This is an optimization exercise on Yosys and OpenROAD, whose aim is a short achievable clock period and few clock cycles, not a production implementation.
In this exercise RTL edits were held to simulation tests only and were not proved equivalent to the original.
No activity file was given, so power comes from the tool's default toggle rates.

==> flow/design.v <==
`timescale 1ns / 1ps
module processor(
    input clock,
    input rst,
    input [31:0] instruction,
    output [31:0] current_PC,
    output mem_read,
    output mem_write,
    output [31:0]  address,
    output [31:0] mem_write_data,
    input [31:0] mem_read_data,
    output reg_write,
    output [4:0] rd,
    output reg [31:0] to_REG_WRITE_DATA
    );
    localparam NB = 16;                
    localparam TB = 14;                
    integer i;
    reg  [30:2] pc_o;                  
    reg         pc_o31;                
    reg  [31:2] pc_i;                  
    reg  [TB+1:2] pc_b;                
    reg         v_e;
    reg  [31:2] pc_e;
    reg  [31:2] pcp4_e;
    reg  [31:0] a_e, b_e, sd_e;
    reg  [31:0] imm_e;
    reg         fa_e, fb_e, fs_e;      
    reg         fl_e;                  
    reg  [4:0]  rd_e;
    reg         wr_e, ld_e, st_e, br_e, jal_e, jalr_e;
    reg  [4:0]  rs1_e;
    reg         ret_e;                 
    reg  [5:0]  bty_e;                 
    reg  [12:0] sel_e;                 
    reg         pt_e;                  
    reg  [31:2] ptgt_e;                
    reg         v_m;
    reg  [31:0] addr_o;                
    reg  [31:0] res_n;                 
    reg  [31:0] sd_m;                  
    reg         mrd_o, mwr_o;          
    reg  [4:0]  rd_m;
    reg         wr_m, ld_m;
    reg  [31:0] wd_o;                  
    reg  [4:0]  rd_o;                  
    reg         rw_o;                  
    reg  [31:0] rf [1:31];
    reg  [31:1] rfv;
    reg  [NB-1:0] bv;
    reg  [NB-1:0] bt;
    reg  [TB+1:2] btag [0:NB-1];
    reg  [31:2] btgt [0:NB-1];
    reg  [NB-1:0] bret;                
    reg  [3:0]  bptr;
    reg         lr_v;
    reg  [4:0]  lr_idx;
    reg  [31:2] lr_val;
    reg         u_v, u_t, u_ret;
    reg  [31:2] u_pc, u_tgt;
    wire [31:2] pc_f  = {~pc_i[31], pc_i[30:2]};
    wire [31:0] res_m = ~res_n;
    assign current_PC = {pc_o31, pc_o, 2'b00};
    reg [NB*TB-1:0] btag_flat;
    reg [NB*30-1:0] btgt_flat;
    always @* begin
        for (i = 0; i < NB; i = i + 1) begin
            btag_flat[i*TB +: TB] = btag[i];
            btgt_flat[i*30 +: 30] = btgt[i];
        end
    end
    wire        hit_t;
    wire [31:2] hit_tgt, fd_next, pcp4_f;
    btb_lookup #(.NB(NB), .TB(TB)) btb_i (.pc_tag(~pc_b), .pc(pc_f), .pcp4(pcp4_f), .stall(stall),
                                  .valid(bv), .taken(bt), .tags(btag_flat), .targets(btgt_flat),
                                  .ret(bret), .lr_valid(lr_v), .lr_value(lr_val),
                                  .hit_taken(hit_t), .hit_target(hit_tgt), .fd_next(fd_next));
    wire [4:0] rd_d  = instruction[11:7];
    wire [4:0] rs1_d = instruction[19:15];
    wire [4:0] rs2_d = instruction[24:20];
    wire is_ld, is_st, is_br, is_jal, is_jalr, use1, use2, op2_rs2, wr_d;
    wire [12:0] sel_d;
    wire [5:0]  bty_d;
    wire [31:0] imm_d;
    CPU_controller dec_i (.instruction(instruction), .is_ld(is_ld), .is_st(is_st), .is_br(is_br),
                          .is_jal(is_jal), .is_jalr(is_jalr), .use1(use1), .use2(use2),
                          .op2_rs2(op2_rs2), .wr(wr_d), .sel(sel_d), .btype(bty_d), .imm(imm_d));
    wire ld_ex = v_e && ld_e && wr_e;
    wire st_fwd = is_st && rs2_d == rd_e && rs1_d != rd_e;
    wire stall = ld_ex && ((use1 && rs1_d == rd_e) || (use2 && rs2_d == rd_e)) && !st_fwd;
    wire [31:0] mval = ld_m ? mem_read_data : res_m;
    wire we_m = v_m && wr_m;
    reg  [991:0] rf_flat;
    always @* begin
        for (i = 1; i < 32; i = i + 1)
            rf_flat[(i-1)*32 +: 32] = rf[i];
    end
    wire [31:0] rs1v, rs2v, bval;
    register_file rd_i (.instruction(instruction), .regs(rf_flat), .valid(rfv),
                        .m_write(v_m && wr_m), .m_rd(rd_m), .m_value(mval),
                        .rs1_value(rs1v), .rs2_value(rs2v), .op2_value(bval));
    wire e_a = v_e && wr_e && (rd_e == rs1_d);
    wire e_b = v_e && wr_e && (rd_e == rs2_d);
    wire [31:0] prel;
    adder prel_i (.inA({pc_e, 2'b00}), .inB(imm_e), .out(prel));
    wire [31:0] A, B, SDr, SD;
    operands ops_i (.fa(fa_e), .fb(fb_e), .fs(fs_e), .bypass(res_m), .a(a_e), .b(b_e), .sd(sd_e),
                    .A(A), .B(B), .SD(SDr));
    assign SD = fl_e ? mem_read_data : SDr;
    wire [31:0] sum, diff, rest;
    wire        borrow;
    adder      add_i (.inA(A), .inB(B), .out(sum));
    subtractor sub_i (.inA(A), .inB(B), .out(diff), .borrow(borrow));
    ALU alu_i (.A(A), .B(B), .sel({sel_e[10], sel_e[8:2]}), .imm(imm_e),
               .link({pcp4_e, 2'b00}), .result(rest));
    wire lt  = (A[31] == B[31]) ? diff[31] : A[31];
    wire ltu = borrow;
    wire [31:0] res_e = ({32{sel_e[0]}} & sum) | ({32{sel_e[1]}} & diff) | ({32{sel_e[9]}} & prel)
                      | {31'd0, (sel_e[11] & lt) | (sel_e[12] & ltu)} | rest;
    wire [2:0] eq3, lt3, ltu3;
    compare cmp_aa (.x(a_e),   .y(b_e),   .eq(eq3[0]), .lt(lt3[0]), .ltu(ltu3[0]));
    compare cmp_ra (.x(res_m), .y(b_e),   .eq(eq3[1]), .lt(lt3[1]), .ltu(ltu3[1]));
    compare cmp_ar (.x(a_e),   .y(res_m), .eq(eq3[2]), .lt(lt3[2]), .ltu(ltu3[2]));
    wire cond;
    ALU_controller br_i (.fa(fa_e), .fb(fb_e), .eq(eq3), .lt(lt3), .ltu(ltu3),
                         .btype(bty_e), .cond(cond));
    wire [31:0] jt_a, jt_r;
    adder jta_i (.inA(a_e),   .inB(b_e), .out(jt_a));
    adder jtr_i (.inA(res_m), .inB(b_e), .out(jt_r));
    wire [31:2] jt = fa_e ? jt_r[31:2] : jt_a[31:2];
    wire jok_a, jok_r, ptgt_ok;
    imm_gen jca_i (.x(a_e),   .y(b_e), .k(ptgt_e), .equal(jok_a));
    imm_gen jcr_i (.x(res_m), .y(b_e), .k(ptgt_e), .equal(jok_r));
    imm_gen ptc_i (.x({pc_e, 2'b00}), .y(imm_e), .k(ptgt_e), .equal(ptgt_ok));
    wire jok = fa_e ? jok_r : jok_a;
    wire taken_e = jal_e || jalr_e || (br_e && cond);
    wire [31:2] atgt_e = jalr_e ? jt : prel[31:2];    
    wire [31:2] rt1, rt0, rtgt, npc;
    wire        red1, red0, redirect_ex;
    incrementer inc_i (.pc(pc_f), .pcp4(pcp4_f));
    redirect red_i (.rst(rst), .v(v_e), .br(br_e), .jal(jal_e), .jalr(jalr_e), .pt(pt_e), .tgt_ok(ptgt_ok),
                    .jalr_ok(jok), .prel(prel[31:2]), .pcp4_e(pcp4_e), .jt(jt),
                    .target_if_taken(rt1), .target_if_not(rt0),
                    .redirect_if_taken(red1), .redirect_if_not(red0));
    multiplexor #(.W(30)) m_rt   (.control(cond), .inA(rt0), .inB(rt1), .out(rtgt));
    multiplexor #(.W(1))  m_red  (.control(cond), .inA(red0), .inB(red1), .out(redirect_ex));
    multiplexor #(.W(30)) m_npc  (.control(redirect_ex), .inA(fd_next), .inB(rtgt), .out(npc));
    assign address = addr_o;
    assign mem_read = mrd_o;
    assign mem_write = mwr_o;
    assign mem_write_data = sd_m;
    assign reg_write = rw_o;
    assign rd = rd_o;
    always @* to_REG_WRITE_DATA = wd_o;
    reg [NB-1:0] um;
    always @* begin
        for (i = 0; i < NB; i = i + 1)
            um[i] = bv[i] && (btag[i] == u_pc[TB+1:2]);
    end
    wire upd_hit = |um;
    wire alloc = u_v && !upd_hit && u_t;
    wire ret_ex = v_e && ret_e;
    always @(posedge clock or posedge rst) begin
        if (rst) lr_v <= 1'b0;
        else if (ret_ex) lr_v <= 1'b1;
    end
    always @(posedge clock) begin
        if (ret_ex) begin
            lr_idx <= rs1_e;
            lr_val <= jt;
        end else if (we_m && rd_m == lr_idx) begin
            lr_val <= mval[31:2];
        end
    end
    always @(posedge clock or posedge rst) begin
        if (rst) begin
            bv <= {NB{1'b0}};
            bptr <= 4'd0;
            u_v <= 1'b0;
        end else begin
            u_v <= v_e && (br_e || jal_e || jalr_e);
            if (alloc) begin
                bv[bptr] <= 1'b1;
                bptr <= bptr + 4'd1;
            end
        end
    end
    always @(posedge clock) begin
        u_t   <= taken_e;
        u_ret <= ret_e;
        u_pc  <= pc_e;
        u_tgt <= atgt_e;
        for (i = 0; i < NB; i = i + 1) begin
            if (u_v && um[i]) begin
                bt[i] <= u_t;
                bret[i] <= u_ret;
                if (u_t) btgt[i] <= u_tgt;
            end else if (alloc && bptr == i) begin
                bt[i] <= 1'b1;
                bret[i] <= u_ret;
                btgt[i] <= u_tgt;
                btag[i] <= u_pc[TB+1:2];
            end
        end
    end
    always @(posedge clock or posedge rst) begin
        if (rst) begin
            pc_i <= 30'd0;
            v_e <= 1'b0;
            v_m <= 1'b0;
        end else begin
            pc_i <= {~npc[31], npc[30:2]};
            v_e <= !stall && !redirect_ex;
            v_m <= v_e;
        end
    end
    always @(posedge clock) begin
        pc_o <= npc[30:2];
        pc_o31 <= npc[31];
        pc_b <= ~npc[TB+1:2];
        mrd_o <= v_e && ld_e;
        mwr_o <= v_e && st_e;
        rw_o  <= v_m && wr_m;
    end
    always @(posedge clock) begin
        pc_e   <= pc_f;
        pcp4_e <= pcp4_f;
        a_e    <= rs1v;
        b_e    <= bval;
        sd_e   <= rs2v;
        imm_e  <= imm_d;
        fa_e   <= e_a && use1;
        fb_e   <= e_b && op2_rs2;
        fs_e   <= e_b && is_st && !ld_e;
        fl_e   <= ld_ex && st_fwd;
        rd_e   <= rd_d;
        wr_e   <= wr_d;
        ld_e   <= is_ld;
        st_e   <= is_st;
        br_e   <= is_br;
        jal_e  <= is_jal;
        jalr_e <= is_jalr;
        bty_e  <= bty_d;
        rs1_e  <= rs1_d;
        ret_e  <= is_jalr && rd_d == 5'd0 && instruction[31:20] == 12'd0;
        sel_e  <= sel_d;
        pt_e   <= hit_t;
        ptgt_e <= hit_tgt;
        addr_o <= res_e;
        res_n  <= ~res_e;
        sd_m   <= SD;
        rd_m   <= rd_e;
        wr_m   <= wr_e;
        ld_m   <= ld_e;
        wd_o   <= mval;
        rd_o   <= rd_m;
    end
    always @(posedge clock) begin
        if (we_m) rf[rd_m] <= mval;
    end
    always @(posedge clock or posedge rst) begin
        if (rst) rfv <= 31'd0;
        else if (we_m) rfv[rd_m] <= 1'b1;
    end
endmodule
`timescale 1ns / 1ps
module CPU_controller(
    input  [31:0] instruction,
    output        is_ld,
    output        is_st,
    output        is_br,
    output        is_jal,
    output        is_jalr,
    output        use1,            
    output        use2,            
    output        op2_rs2,         
    output        wr,              
    output [12:0] sel,             
    output [5:0]  btype,           
    output [31:0] imm              
    );
    wire [31:0] ir = instruction;
    wire [6:0] op = ir[6:0];
    wire [2:0] f3 = ir[14:12];
    wire f7b = ir[30];
    wire is_lui   = (op == 7'b0110111);
    wire is_auipc = (op == 7'b0010111);
    assign is_jal  = (op == 7'b1101111);
    assign is_jalr = (op == 7'b1100111);
    assign is_br   = (op == 7'b1100011);
    assign is_ld   = (op == 7'b0000011);
    assign is_st   = (op == 7'b0100011);
    wire is_opi   = (op == 7'b0010011);
    wire is_op    = (op == 7'b0110011);
    wire is_sys   = (op == 7'b1110011);
    assign use1 = is_jalr | is_br | is_ld | is_st | is_opi | is_op;
    assign use2 = is_br | is_st | is_op;
    assign op2_rs2 = is_br | is_op;
    assign wr = (is_lui | is_auipc | is_jal | is_jalr | is_ld | is_opi | is_op | is_sys) && (ir[11:7] != 5'd0);
    wire alu = is_op || is_opi;
    assign sel = {alu && f3 == 3'b011,                         
                  alu && f3 == 3'b010,                         
                  is_jal || is_jalr,                           
                  is_auipc,                                    
                  is_lui,                                      
                  alu && f3 == 3'b111,                         
                  alu && f3 == 3'b110,                         
                  alu && f3 == 3'b101 && f7b,                  
                  alu && f3 == 3'b101 && !f7b,                 
                  alu && f3 == 3'b100,                         
                  alu && f3 == 3'b001,                         
                  alu && f3 == 3'b000 && is_op && f7b,         
                  (alu && f3 == 3'b000 && !(is_op && f7b)) || is_ld || is_st};   
    assign btype = {f3 == 3'b111, f3 == 3'b110, f3 == 3'b101,
                    f3 == 3'b100, f3 == 3'b001, f3 == 3'b000};
    wire [31:0] immI = {{20{ir[31]}}, ir[31:20]};
    wire [31:0] immS = {{20{ir[31]}}, ir[31:25], ir[11:7]};
    wire [31:0] immB = {{20{ir[31]}}, ir[7], ir[30:25], ir[11:8], 1'b0};
    wire [31:0] immU = {ir[31:12], 12'h000};
    wire [31:0] immJ = {{12{ir[31]}}, ir[19:12], ir[20], ir[30:21], 1'b0};
    assign imm = is_jal ? immJ : is_br ? immB : (is_lui || is_auipc) ? immU :
                 is_st ? immS : immI;
endmodule
`timescale 1ns / 1ps
module ALU_controller(
    input         fa,
    input         fb,
    input  [2:0]  eq,              
    input  [2:0]  lt,
    input  [2:0]  ltu,
    input  [5:0]  btype,           
    output        cond
    );
    function cond_of(input [5:0] t, input e, input l, input u);
        cond_of = (t[0] & e) | (t[1] & !e) | (t[2] & l) | (t[3] & !l) | (t[4] & u) | (t[5] & !u);
    endfunction
    wire c_aa = cond_of(btype, eq[0], lt[0], ltu[0]);
    wire c_ra = cond_of(btype, eq[1], lt[1], ltu[1]);
    wire c_ar = cond_of(btype, eq[2], lt[2], ltu[2]);
    wire c_rr = cond_of(btype, 1'b1, 1'b0, 1'b0);
    assign cond = fa ? (fb ? c_rr : c_ra) : (fb ? c_ar : c_aa);
endmodule
module compare(
    input  [31:0] x,
    input  [31:0] y,
    output        eq,
    output        lt,
    output        ltu
    );
    assign eq  = (x == y);
    assign lt  = $signed(x) < $signed(y);
    assign ltu = x < y;
endmodule
`timescale 1ns / 1ps
module ALU(
    input  [31:0] A,
    input  [31:0] B,
    input  [7:0]  sel,             
    input  [31:0] imm,
    input  [31:0] link,
    output [31:0] result
    );
    wire [31:0] sll_v = A << B[4:0];
    wire [31:0] srl_v = A >> B[4:0];
    wire [31:0] sra_v = $signed(A) >>> B[4:0];
    assign result =
          ({32{sel[0]}} & sll_v)
        | ({32{sel[1]}} & (A ^ B))
        | ({32{sel[2]}} & srl_v)
        | ({32{sel[3]}} & sra_v)
        | ({32{sel[4]}} & (A | B))
        | ({32{sel[5]}} & (A & B))
        | ({32{sel[6]}} & imm)
        | ({32{sel[7]}} & link);
endmodule
module operands(
    input         fa,
    input         fb,
    input         fs,
    input  [31:0] bypass,
    input  [31:0] a,
    input  [31:0] b,
    input  [31:0] sd,
    output [31:0] A,
    output [31:0] B,
    output [31:0] SD
    );
    assign A  = fa ? bypass : a;
    assign B  = fb ? bypass : b;
    assign SD = fs ? bypass : sd;
endmodule
`timescale 1ns / 1ps
module imm_gen(
    input  [31:0] x,
    input  [31:0] y,
    input  [31:2] k,
    output        equal
    );
    wire [31:2] q = x[31:2] ^ y[31:2] ^ k;
    wire [31:3] g = (x[30:2] & y[30:2]) | ((x[30:2] | y[30:2]) & q[30:2]);
    wire        c2 = (x[1] & y[1]) | ((x[1] | y[1]) & (x[0] & y[0]));
    assign equal = (q[2] == c2) && (q[31:3] == g[31:3]);
endmodule
`timescale 1ns / 1ps
module btb_lookup #(parameter NB = 16, parameter TB = 14) (
    input  [TB+1:2]    pc_tag,          
    input  [31:2]      pc,              
    input  [31:2]      pcp4,            
    input              stall,           
    input  [NB-1:0]    valid,
    input  [NB-1:0]    taken,
    input  [NB*TB-1:0] tags,
    input  [NB*30-1:0] targets,
    input  [NB-1:0]    ret,
    input              lr_valid,
    input  [31:2]      lr_value,
    output reg         hit_taken,       
    output reg [31:2]  hit_target,      
    output reg [31:2]  fd_next          
    );
    integer i;
    reg [NB-1:0] ht;                    
    reg [NB-1:0] ht_tgt;                
    reg          ht_lr;                 
    reg [31:2]   tgt;
    always @* begin
        for (i = 0; i < NB; i = i + 1)
            ht[i] = valid[i] && taken[i] && tags[i*TB +: TB] == pc_tag;
        ht_tgt = ht & ~(ret & {NB{lr_valid}});
        ht_lr = |(ht & ret & {NB{lr_valid}});
        hit_taken = |ht;
        tgt = {30{ht_lr}} & lr_value;
        for (i = 0; i < NB; i = i + 1)
            tgt = tgt | ({30{ht_tgt[i]}} & targets[i*30 +: 30]);
        hit_target = tgt;
        fd_next = stall ? pc : (tgt | ({30{!hit_taken}} & pcp4));
    end
endmodule
module redirect(
    input         rst,             
    input         v,               
    input         br,
    input         jal,
    input         jalr,
    input         pt,              
    input         tgt_ok,          
    input         jalr_ok,         
    input  [31:2] prel,
    input  [31:2] pcp4_e,
    input  [31:2] jt,
    output [31:2] target_if_taken,     
    output [31:2] target_if_not,
    output        redirect_if_taken,   
    output        redirect_if_not
    );
    wire ok_t = pt && tgt_ok;
    wire k_bt = v && br && !ok_t;
    wire k_bn = v && br && pt;
    wire k_j  = v && jal && !ok_t;
    wire k_o  = v && pt && !(br || jal || jalr);
    wire k_jr = v && jalr && !(pt && jalr_ok);
    wire t1 = k_bt || k_j, t0 = k_j;
    wire p1 = k_o,         p0 = k_bn || k_o;
    assign redirect_if_taken = t1 || p1 || k_jr || rst;
    assign redirect_if_not   = t0 || p0 || k_jr || rst;
    assign target_if_taken = rst ? 30'h20000000 :
                             ({30{t1}} & prel) | ({30{p1}} & pcp4_e) | ({30{!t1 && !p1}} & jt);
    assign target_if_not   = rst ? 30'h20000000 :
                             ({30{t0}} & prel) | ({30{p0}} & pcp4_e) | ({30{!t0 && !p0}} & jt);
endmodule
module incrementer(
    input  [31:2] pc,
    output [31:2] pcp4
    );
    assign pcp4 = pc + 30'd1;
endmodule
`timescale 1ns / 1ps
module register_file(
    input  [31:0]   instruction,
    input  [991:0]  regs,           
    input  [31:1]   valid,          
    input           m_write,        
    input  [4:0]    m_rd,
    input  [31:0]   m_value,
    output [31:0]   rs1_value,
    output [31:0]   rs2_value,
    output [31:0]   op2_value
    );
    wire [6:0] op  = instruction[6:0];
    wire [4:0] rs1 = instruction[19:15];
    wire [4:0] rs2 = instruction[24:20];
    wire is_st  = (op == 7'b0100011);
    wire use_imm = !(op == 7'b0110011 || op == 7'b1100011);
    wire [31:0] immI = {{20{instruction[31]}}, instruction[31:20]};
    wire [31:0] immS = {{20{instruction[31]}}, instruction[31:25], instruction[11:7]};
    wire [31:0] imm  = is_st ? immS : immI;
    wire m_a = m_write && (m_rd == rs1);
    wire m_b = m_write && (m_rd == rs2);
    wire [31:0] dec1 = 32'd1 << rs1;
    wire [31:0] dec2 = 32'd1 << rs2;
    reg  [31:0] rf1, rf2;
    integer i;
    always @* begin
        rf1 = 32'd0;
        rf2 = 32'd0;
        for (i = 1; i < 32; i = i + 1) begin
            rf1 = rf1 | ({32{dec1[i] & valid[i]}} & regs[(i-1)*32 +: 32]);
            rf2 = rf2 | ({32{dec2[i] & valid[i]}} & regs[(i-1)*32 +: 32]);
        end
    end
    assign rs1_value = ({32{m_a}} & m_value) | ({32{!m_a}} & rf1);
    assign rs2_value = ({32{m_b}} & m_value) | ({32{!m_b}} & rf2);
    assign op2_value = ({32{use_imm}} & imm) | ({32{!use_imm && m_b}} & m_value)
                     | ({32{!use_imm && !m_b}} & rf2);
endmodule
`timescale 1ns / 1ps
module adder(
    input [31:0] inA,
    input [31:0] inB,
    output [31:0] out
    );
    assign out = inA + inB;
endmodule
module subtractor(
    input [31:0] inA,
    input [31:0] inB,
    output [31:0] out,
    output borrow
    );
    wire [32:0] d = {1'b0, inA} - {1'b0, inB};
    assign out = d[31:0];
    assign borrow = d[32];
endmodule
`timescale 1ns / 1ps
module multiplexor #(parameter W = 32) (
    input          control,
    input  [W-1:0] inA,
    input  [W-1:0] inB,
    output [W-1:0] out
    );
    assign out = control ? inB : inA;
endmodule
==> flow/run.sh <==
#!/bin/bash
# synth_recipe.tcl (not shown) runs the flow's synth.tcl, then flattens the netlist and writes it again
# the make line also repeats each setting of config.mk as NAME=value (left out here)
make -C /OpenROAD-flow-scripts/flow DESIGN_CONFIG=/design/flow/config.mk WORK_HOME=/design/flow/orfs CLKGATE_MAP_FILE= SYNTH_SCRIPT=/design/flow/synth_recipe.tcl finish
==> flow/config.mk <==
export PLATFORM = sky130hd
export DESIGN_NAME = processor
export DESIGN_NICKNAME = processor
export VERILOG_FILES = /design/flow/design.v
export SDC_FILE = /design/flow/constraint.sdc
export NUM_CORES = 8
export LEC_CHECK = 0
export CAP_MARGIN = 40
export CORE_MARGIN = 2
export CORE_UTILIZATION = 25
export SETUP_SLACK_MARGIN = 5
export SLEW_MARGIN = 30
export SYNTH_HIERARCHICAL = 1
export TNS_END_PERCENT = 100
==> flow/constraint.sdc <==
create_clock -name core_clock -period 11.5 [get_ports {clock}]
set_input_delay 2.3000 -clock core_clock [delete_from_list [all_inputs] [get_ports {clock}]]
set_output_delay 2.3000 -clock core_clock [all_outputs]
set_load 0.01 [all_outputs]
==> notes.md, run 1 <==
* Outcome: complete, no violations
- HPWL reported at the end of detailed placement: 557 mm
- The die is 721 um wide.
- Counting flops with a built-in enable in the synthesized netlist gives 1763.
* Number of maximum-capacitance constraint violations: 0
* Proportion of register bits with asynchronous set or reset after synthesis: 0.0363
* Main combinational cell family by area after synthesis: simple AND/OR/NAND/NOR gates
- Maximum fanout along the worst path: 24
* Clock transition at the registers of the reported paths: 70 ps
- Routed wire per std cell: 42.3 um
- Leakage power total: 48.5 nW
- After routing, the total negative slack on setup checks comes to 0 ps.
- Of the total synthesized cell area, the portion taken by full adders, half adders and majority gates is 0.0472.
- Final worst path period need: 6610 ps
- Summing all flip-flop and latch instances after layout gives 65000 um^2.
- In this run the tightest slew margin relative to its limit is 0.224.
- Post-route worst setup slack: 4890 ps
* # rows: 263
* Startpoint Class: primary input
* Category of the most critical setup path: primary input to register
* Tightest Hold Check Type: register to register
* Number of antenna violations at the first check in global routing: 122
- Number of post-CTS setup repair buffers: 0
- For the worst-skew pair, the clock arrives at the later sink with an insertion delay of 1030 ps.
* Data required time of the worst path: 12380 ps
* Unrepaired setup endpoints after global routing: no
- Power Total: 22.9 mW
- TritonCTS clock tree: done
- Data on the critical path arrives at its endpoint at 7490 ps.
- The average instance in the mapped netlist occupies 11.0 um^2.
* Height of the die: 721 um
- The clock passes through at most 4 buffers.
- Layout cells sized above 1: 0.141
* Starting density of the core: 0.251
- Summed over all layers, the global routing overflow is 0.
- Final Max Slew Viols: 0
- Total Die Area: 519000 um^2
- The H-tree was split into 5 levels.
* # fillers: 52622
- Routed via count: 118771
- Library cells used by synthesis: 134
- Of the total synthesized cell area, the portion taken by AND, OR, NAND and NOR gates is 0.159.
* Post-cts repair resize count: 0
- In the routed layout, each cell is associated on average with a via count of 6.28.
* Core Area: 512000 um^2
- For this block, the initial DRC count from the detailed router was 22123.
- STA classifies the critical path endpoint as a register.
- Of the available clock period, the critical path in the final layout requires 0.575.
- During I/O placement, the number of pins put on the boundary was 202.
* Clock tree root buffer cell: sky130_fd_sc_hd__clkbuf_16
- Relative area change from synthesis to final layout: 17.1%
* Number of buffers inserted for hold repair after clock tree synthesis: 0
* Synth warnings: 12
- Aggregate global-route resource usage: 0.294
- Fmax: 0.151 GHz
* Area used by multi-input combinational logic: 58800 um^2
- For this run, the register share of the synthesized area comes to 0.506.
- Timing analysis after detailed placement gives a worst setup slack of 4480 ps.
- For this run, design rule violations remaining after detail routing come to 0.
- Routability-driven placement finished with a final weighted congestion of 1.09.
- Counting flops and latches in the post-synthesis netlist gives 2340.
* Ratio of total power to cell area: 152 nW/um^2
- WL final: 801 mm
* First-pass detailed-route iteration total: 10
- Area share of xor/xnor cells in the synthesized design: 0.0514
* Synth Instances: 11682
* Number of port buffers: 199
- The final hold violation count was 0.
- Max IR drop VDD: 0.000147 V
* Wire length of the first global-routing pass: 1030 mm
- Number of global-route vias before repair: 108502
- Fin Clk Skew: 104 ps
* Synthesized area: 128000 um^2
- Flip-flop cell with the highest count after synthesis: sky130_fd_sc_hd__edfxtp_1
- Number of endpoints failing setup at the final stage: 0
- Compound-Gate Fraction of Synth Area: 0.143
* Multiplexer share of the synthesized area: 0.0467
- The detail route stage leaves a number of antenna-violating nets equal to 0.
- For this design, the sink count on the clock tree is 2340.
- At the pin with the least slew margin, the transition time is 1150 ps.
- The number of clock buffers added by TritonCTS is 274.
* Net total in the final layout: 12345
- Entering global routing, the biggest net connects 66 pins.
[path summary, 6_finish.rpt]
| path | start | to | slack, ps | depth (start not counted) |
|---|---|---|---|---|
| worst max-delay path | instruction[24] | b_e[4] | 4890 | 12 |
| worst min-delay path | rd_e[3] | rd_m[3] | 400 | 0 |
| worst max register to register | fb_e | addr_o[2] | 5800 | 10 |
| worst min register to register | rd_e[3] | rd_m[3] | 400 | 0 |
| max in group asynchronous | rst | rfv[20] | 8450 | 5 |
| min in group asynchronous | rst | pc_i[22] | 1710 | 3 |
[cell usage after synthesis, types with 178 or more instances]
cell / n / area, um^2
sky130_fd_sc_hd__clkbuf_1: 489 / 1840
sky130_fd_sc_hd__o22ai_1: 421 / 2630
sky130_fd_sc_hd__nor4_1: 189 / 1180
sky130_fd_sc_hd__nor2_1: 400 / 1500
sky130_fd_sc_hd__nand3_1: 595 / 2980
sky130_fd_sc_hd__inv_1: 466 / 1750
sky130_fd_sc_hd__xnor2_1: 626 / 5480
sky130_fd_sc_hd__a221oi_1: 178 / 1560
sky130_fd_sc_hd__nand4_1: 476 / 2980
sky130_fd_sc_hd__nand2_1: 1287 / 4830
sky130_fd_sc_hd__edfxtp_1: 1763 / 52900
sky130_fd_sc_hd__dfxtp_1: 492 / 9850
sky130_fd_sc_hd__a22o_1: 200 / 1750
sky130_fd_sc_hd__ha_1: 337 / 4220
sky130_fd_sc_hd__a21oi_1: 294 / 1470
[per-layer routing]
layer / wire length, um / share of wire / track usage / vias to the layer above
li1: - / - / - / 45335
met1: 296000 / 0.37 / 0.361 / 59673
met2: 325000 / 0.41 / 0.419 / 10836
met3: 112000 / 0.14 / 0.119 / 2865
met4: 67700 / 0.084 / 0.201 / 62
met5: 722 / 0.00090 / 0.00370 / -
[stage by stage]
stage / cells / instance area, um^2 / hold WS, ps / util
floorplan: 11691 / 128000 / 331 / -
global placement: 18224 / 139000 / 388 / 0.271
detailed placement: 18302 / 140000 / 389 / 0.274
CTS: 18801 / 150000 / 404 / 0.292
global route: 18835 / 150000 / 408 / 0.293
finish: 18927 / 150000 / 401 / 0.293
[cell usage in the layout, fill, tap and decap left out, drive strengths merged, types with 408 or more instances in the layout]
cell type  synthesis  layout
buf              339     516
dfxtp            492     492
edfxtp          1763    1763
inv              467     478
nand2           1292    1292
nand3            596     596
nand4            477     477
nor2             408     408
o22ai            421     421
xnor2            626     626
[where the power goes]
| group | internal [mW] | switching, mW | total (mW) |
|---|---|---|---|
| combinational | 1.07 | 2.46 | 3.53 |
| clock | 5.24 | 3.96 | 9.21 |
| sequential | 9.59 | 0.540 | 10.1 |
| total | 15.9 | 6.96 | 22.9 |
[sequential cells by signal, indices dropped and copies added (netlist names), 31 cells and up]
| register | cells |
|---|---|
| rf | 992 |
| btgt | 480 |
| btag | 224 |
| a_e | 32 |
| addr_o | 32 |
| b_e | 32 |
| imm_e | 32 |
| res_n | 32 |
| sd_e | 32 |
| sd_m | 32 |
| wd_o | 32 |
| rfv | 31 |
[per-module statistics from Yosys (local to each module, per instance), excerpt]
module	flip-flops and latches	cell area, um^2	copies in the design
register_file	0	17700	1
incrementer	0	566	1
adder	0	1740	4
processor	2340	73400	1
redirect	0	2040	1
compare	0	826	3
subtractor	0	1980	1
ALU_controller	0	141	1
imm_gen	0	1070	3
CPU_controller	0	673	1
[critical path, cell delays in order]
cell and delay, ps:
sky130_fd_sc_hd__buf_2 480, sky130_fd_sc_hd__buf_4 500, sky130_fd_sc_hd__buf_4 450, sky130_fd_sc_hd__nor2_4 170, sky130_fd_sc_hd__buf_4 370, sky130_fd_sc_hd__nand2_2 510
sky130_fd_sc_hd__buf_4 450, sky130_fd_sc_hd__o22ai_1 120, sky130_fd_sc_hd__or4_1 540, sky130_fd_sc_hd__nor4b_1 1000, sky130_fd_sc_hd__buf_4 330, sky130_fd_sc_hd__o22ai_1 100
[cell type report]
cell class                      count  share of cell area
Timing Repair Buffer              712              0.0455
Antenna cell                       97             0.00161
Clock inverter                    138              0.0108
Clock buffer                      361              0.0503
Sequential cell                  2340               0.432
Tap cell                         6757              0.0562
Multi-Input combinational cell   8052               0.391
Inverter                          470              0.0118
[logic make-up (layout without fill, tap and decap cells)]
kind of cell | after synthesis | count (layout)
and+or+nand+nor | 3954 | 3954
xor gates and xnor gates | 754 | 754
adders and majority gates | 429 | 429
buffers and inverters | 1299 | 1681
muxes | 417 | 417
DFF | 2340 | 2340
other | 1 | 107
AOI/OAI and AO/OA | 2488 | 2488
Testbench counts, summed over its fixed seeds: cycles 27,822.
==> run 2, diff against run 1 <==
--- a/flow/design.v
+++ b/flow/design.v
@@ -113,8 +113,8 @@
     subtractor sub_i (.inA(A), .inB(B), .out(diff), .borrow(borrow));
     ALU alu_i (.A(A), .B(B), .sel({sel_e[10], sel_e[8:2]}), .imm(imm_e),
                .link({pcp4_e, 2'b00}), .result(rest));
-    wire lt  = (A[31] == B[31]) ? diff[31] : A[31];
-    wire ltu = borrow;
+    wire eq_AB, lt, ltu;
+    compare cmp_AB (.x(A), .y(B), .eq(eq_AB), .lt(lt), .ltu(ltu));
     wire [31:0] res_e = ({32{sel_e[0]}} & sum) | ({32{sel_e[1]}} & diff) | ({32{sel_e[9]}} & prel)
                       | {31'd0, (sel_e[11] & lt) | (sel_e[12] & ltu)} | rest;
     wire [2:0] eq3, lt3, ltu3;
@@ -135,16 +135,17 @@
     wire jok = fa_e ? jok_r : jok_a;
     wire taken_e = jal_e || jalr_e || (br_e && cond);
     wire [31:2] atgt_e = jalr_e ? jt : prel[31:2];    
-    wire [31:2] rt1, rt0, rtgt, npc;
+    wire [31:2] rt1, rt0, npc1, npc0, npc;
     wire        red1, red0, redirect_ex;
     incrementer inc_i (.pc(pc_f), .pcp4(pcp4_f));
     redirect red_i (.rst(rst), .v(v_e), .br(br_e), .jal(jal_e), .jalr(jalr_e), .pt(pt_e), .tgt_ok(ptgt_ok),
                     .jalr_ok(jok), .prel(prel[31:2]), .pcp4_e(pcp4_e), .jt(jt),
                     .target_if_taken(rt1), .target_if_not(rt0),
                     .redirect_if_taken(red1), .redirect_if_not(red0));
-    multiplexor #(.W(30)) m_rt   (.control(cond), .inA(rt0), .inB(rt1), .out(rtgt));
+    multiplexor #(.W(30)) m_n1   (.control(red1), .inA(fd_next), .inB(rt1), .out(npc1));
+    multiplexor #(.W(30)) m_n0   (.control(red0), .inA(fd_next), .inB(rt0), .out(npc0));
+    multiplexor #(.W(30)) m_npc  (.control(cond), .inA(npc0), .inB(npc1), .out(npc));
     multiplexor #(.W(1))  m_red  (.control(cond), .inA(red0), .inB(red1), .out(redirect_ex));
-    multiplexor #(.W(30)) m_npc  (.control(redirect_ex), .inA(fd_next), .inB(rtgt), .out(npc));
     assign address = addr_o;
     assign mem_read = mrd_o;
     assign mem_write = mwr_o;
--- a/flow/config.mk
+++ b/flow/config.mk
@@ -7,7 +7,7 @@
 export LEC_CHECK = 0
 export CAP_MARGIN = 40
 export CORE_MARGIN = 2
-export CORE_UTILIZATION = 25
+export CORE_UTILIZATION = 30
 export SETUP_SLACK_MARGIN = 5
 export SLEW_MARGIN = 30
 export SYNTH_HIERARCHICAL = 1
==> run 2 against run 1 <==
Synthesized cell count up 1.0%. Largest power group unchanged. Critical path depth down 2. Largest cell class unchanged. Core utilization up 5.6 points.
==> notes.md, run 2 <==
- After routing, the total negative slack on setup checks comes to 0 ps.
- Routed wire per std cell: 42.8 um
- The via count of the first global-routing pass was 110482.
* Actual transition at the worst max-transition pin: 1080 ps
* Number of buffers inserted for hold repair after clock tree synthesis: 0
- Maximum fanout along the worst path: 30
- Post-cts repair resize count: 0
- Setup repair after global routing left no endpoint under its margin.
- 202 I/O pins were placed.
- HPWL reported at the end of detailed placement: 522 mm
- Number of maximum-capacitance constraint violations: 0
* Critical path's most frequent cell: sky130_fd_sc_hd__buf_4
- Buffers inserted during clock tree synthesis total 267.
- After detailed placement, the total cell area comes to 141000 um^2.
- Max IR drop VDD: 0.000136 V
- Summing over every cut layer, the via total after detailed routing is 120987.
* Max Buffers Root-to-Sink: 4
- Die extent in x: 661 um
- In the layout the commonest cells are sky130_fd_sc_hd__edfxtp_1, sky130_fd_sc_hd__nand2_1, sky130_fd_sc_hd__xnor2_1.
- WL final: 770 mm
- In the final layout, the registers with the most flip-flops are rf (992), btgt (480), btag (224).
- The setup path with the least slack is of type primary input to register.
- Using the TritonRoute via totals, the vias-per-cell ratio works out to 6.72.
- Before antenna repair, the detailed router went through 9 iterations.
- Synth warnings: 12
* Synthesized area: 129000 um^2
- Cell breakdown of the critical path: buf_2 -> buf_4 -> and2_2 -> buf_4 -> nand2_1 -> buf_4 -> o22ai_1 -> nor4_1 -> and4_1 -> o31ai_1
- Derived from the worst setup path, the maximum achievable clock frequency is 0.162 GHz.
- The worst setup path is captured at a register.
- In this run the number of H-tree levels came out at 5.
- At the end of the flow, the number of nets in the layout was 12515.
- For this run, design rule violations remaining after detail routing come to 0.
- Of the total power, the share spent switching nets is 0.306.
* Fin Clk Skew: 130 ps
- Critical Path AT: 6980 ps
- The final hold violation count came to 0.
* DRT antenna net count: 0
- Dividing the final minimum period by the clock period gives 0.537.
* # rows: 241
- TritonCTS clock tree: done
- Flip-flop count of the largest register, all copies and words added: 992
- The min-delay analysis places its worst path in the category register to register.
* Most frequent standard cell in the layout excluding fill and tap cells: sky130_fd_sc_hd__edfxtp_1
* Startpoint Class: primary input
* Finished Core Util: 0.349
* Wire length of the first global-routing pass: 1010 mm
- Later-pin clock latency in the skew report: 1020 ps
* Combinational power share: 0.165
* Layout cells sized above 1: 0.146
- Clock transition at the registers of the reported paths: 60 ps
- Max-Slew Margin vs Limit: 0.279
* Grt ovf: 0
- Data required time of the worst path: 12300 ps
- Max incr delay on CP: 640 ps
- Number of port buffers: 199
- Final Max Slew Viols: 0
* Starting density of the core: 0.301
- CTS placed an instance of sky130_fd_sc_hd__clkbuf_16 at the clock tree root.
- Relative area change from synthesis to final layout: 16.2%
- The region available for standard cell placement spans 430000 um^2.
- # fillers: 42537
- The worst path needs 6180 ps of the cycle, external delays included.
- Synth Instances: 11802
- Dividing the synthesized area by the synthesized cell count gives 11.0 um^2.
* Number of antenna violations at the first check in global routing: 101
- Most flops, register: rf
- Total Die Area: 437000 um^2
* Ratio of total power to cell area: 154 nW/um^2
- Leakage power total: 49.8 nW
- Net switching component of the power: 7.06 mW
- Sequential power share: 0.438
- In the global route stage, overall resource usage came out at 0.339.
* Internal power: 16.0 mW
- Height of the die: 661 um
* TritonCTS sink count: 2340
- After routing the design area is 150000 um^2.
* Number of endpoints failing setup at the final stage: 0
- Cell with the biggest individual delay on the critical path: sky130_fd_sc_hd__buf_2
* Pin count of the biggest net entering global routing: 66
- Routability-driven placement finished with a final weighted congestion of 1.13.
- Outcome: complete, no violations
* Number of post-CTS setup repair buffers: 0
* Clock network power share: 0.397
- Iteration-0 DRC count of the detailed router: 23245
## run 2: power by group through the flow
| stage | Sequential (mW) | Combinational (mW) | Clock (mW) |
|---|---|---|---|
| finish | 10.1 | 3.81 | 9.17 |
| global route | 10.1 | 3.86 | 9.49 |
| CTS | 10.1 | 3.62 | 9.17 |
| detailed placement | 10.3 | 3.60 | 0 |
| global placement | 10.3 | 3.51 | 0 |
| floorplan | 10.0 | 1.97 | 0 |
## run 2: worst paths after layout
| kind | from | endpoint | slack [ps] | cells after the start |
|---|---|---|---|---|
| hold / removal | wr_e | wr_m | 310 | 0 |
| min in group asynchronous | rst | v_m | 1510 | 2 |
| setup / recovery | instruction[20] | b_e[16] | 5320 | 10 |
| max in group asynchronous | rst | pc_i[12] | 8890 | 4 |
| hold reg to reg | wr_e | wr_m | 310 | 0 |
| setup reg to reg | fb_e | addr_o[27] | 6160 | 9 |
## run 2: critical path, delay by kind of cell
family          cells  cell delay [ps]
buf+inv             4             2270
simple gates        4             1670
compound gates      2              540
## run 2: per-layer routing
layer  track usage  wire length (um)  vias to the layer above
met2         0.478            309000                    11735
met3         0.139            111000                     3583
li1              -                 -                    45757
met1         0.407            273000                    59856
met5       0.00465               632                        -
met4         0.263             75900                       56
## run 2: through the flow
stage / std cells / power (mW) / hold slack [ps] / setup WS [ps]
after detailed placement: 17404 / 13.9 / 371 / 4560
after floorplan: 11811 / 12.0 / 331 / 6780
after global routing: 17926 / 23.5 / 328 / 5570
after CTS: 17894 / 22.9 / 326 / 5570
final: 17992 / 23.1 / 307 / 5320
after global placement: 17324 / 13.8 / 375 / 4620
## run 2: final cells by class
| class | count | area [um^2] | share of cell area |
|---|---|---|---|
| Clock buffer | 337 | 7370 | 0.0491 |
| Antenna cell | 73 | 183 | 0.00122 |
| Tap cell | 5710 | 7140 | 0.0475 |
| Sequential cell | 2340 | 65000 | 0.432 |
| Timing Repair Buffer | 738 | 6880 | 0.0458 |
| Multi-Input combinational cell | 8138 | 60000 | 0.399 |
| Clock inverter | 153 | 1880 | 0.0125 |
| Inverter | 503 | 1890 | 0.0126 |
Testbench counts of run 2, summed over its fixed seeds: cycles 27,822.

[re-timing with driven ports]
The flow's constraints put no driver on any port. The routed layouts listed below were extracted and timed again, unchanged, in two steps.
Step 1: set_driving_cell puts a clkbuf_16 on clock and a buf_2 on each other input, an assumption about the parent block.
Step 2, shift: input delay + t, output delay - t, t = (earliest + latest rising clock arrival at the registers) / 2. This alone moves slack from input paths to output paths.
Three values: no drivers, after step 1, after step 2; two values: the first two.
run	t (ns)	setup slack, ns	hold WS [ns]	worst setup path at the end	pins driven straight from the clock port
run 1	1.087	4.890 / 4.972 / 3.885	0.401 / 0.401 / 0.401	input to register	1
run 2	1.054	5.323 / 5.395 / 4.341	0.307 / 0.307 / 0.307	input to register	1
After both steps every run listed still meets setup and hold. For run 1, which loses most, drivers alone change the setup slack by +0.082 ns; drivers and shift together by -1.005 ns.
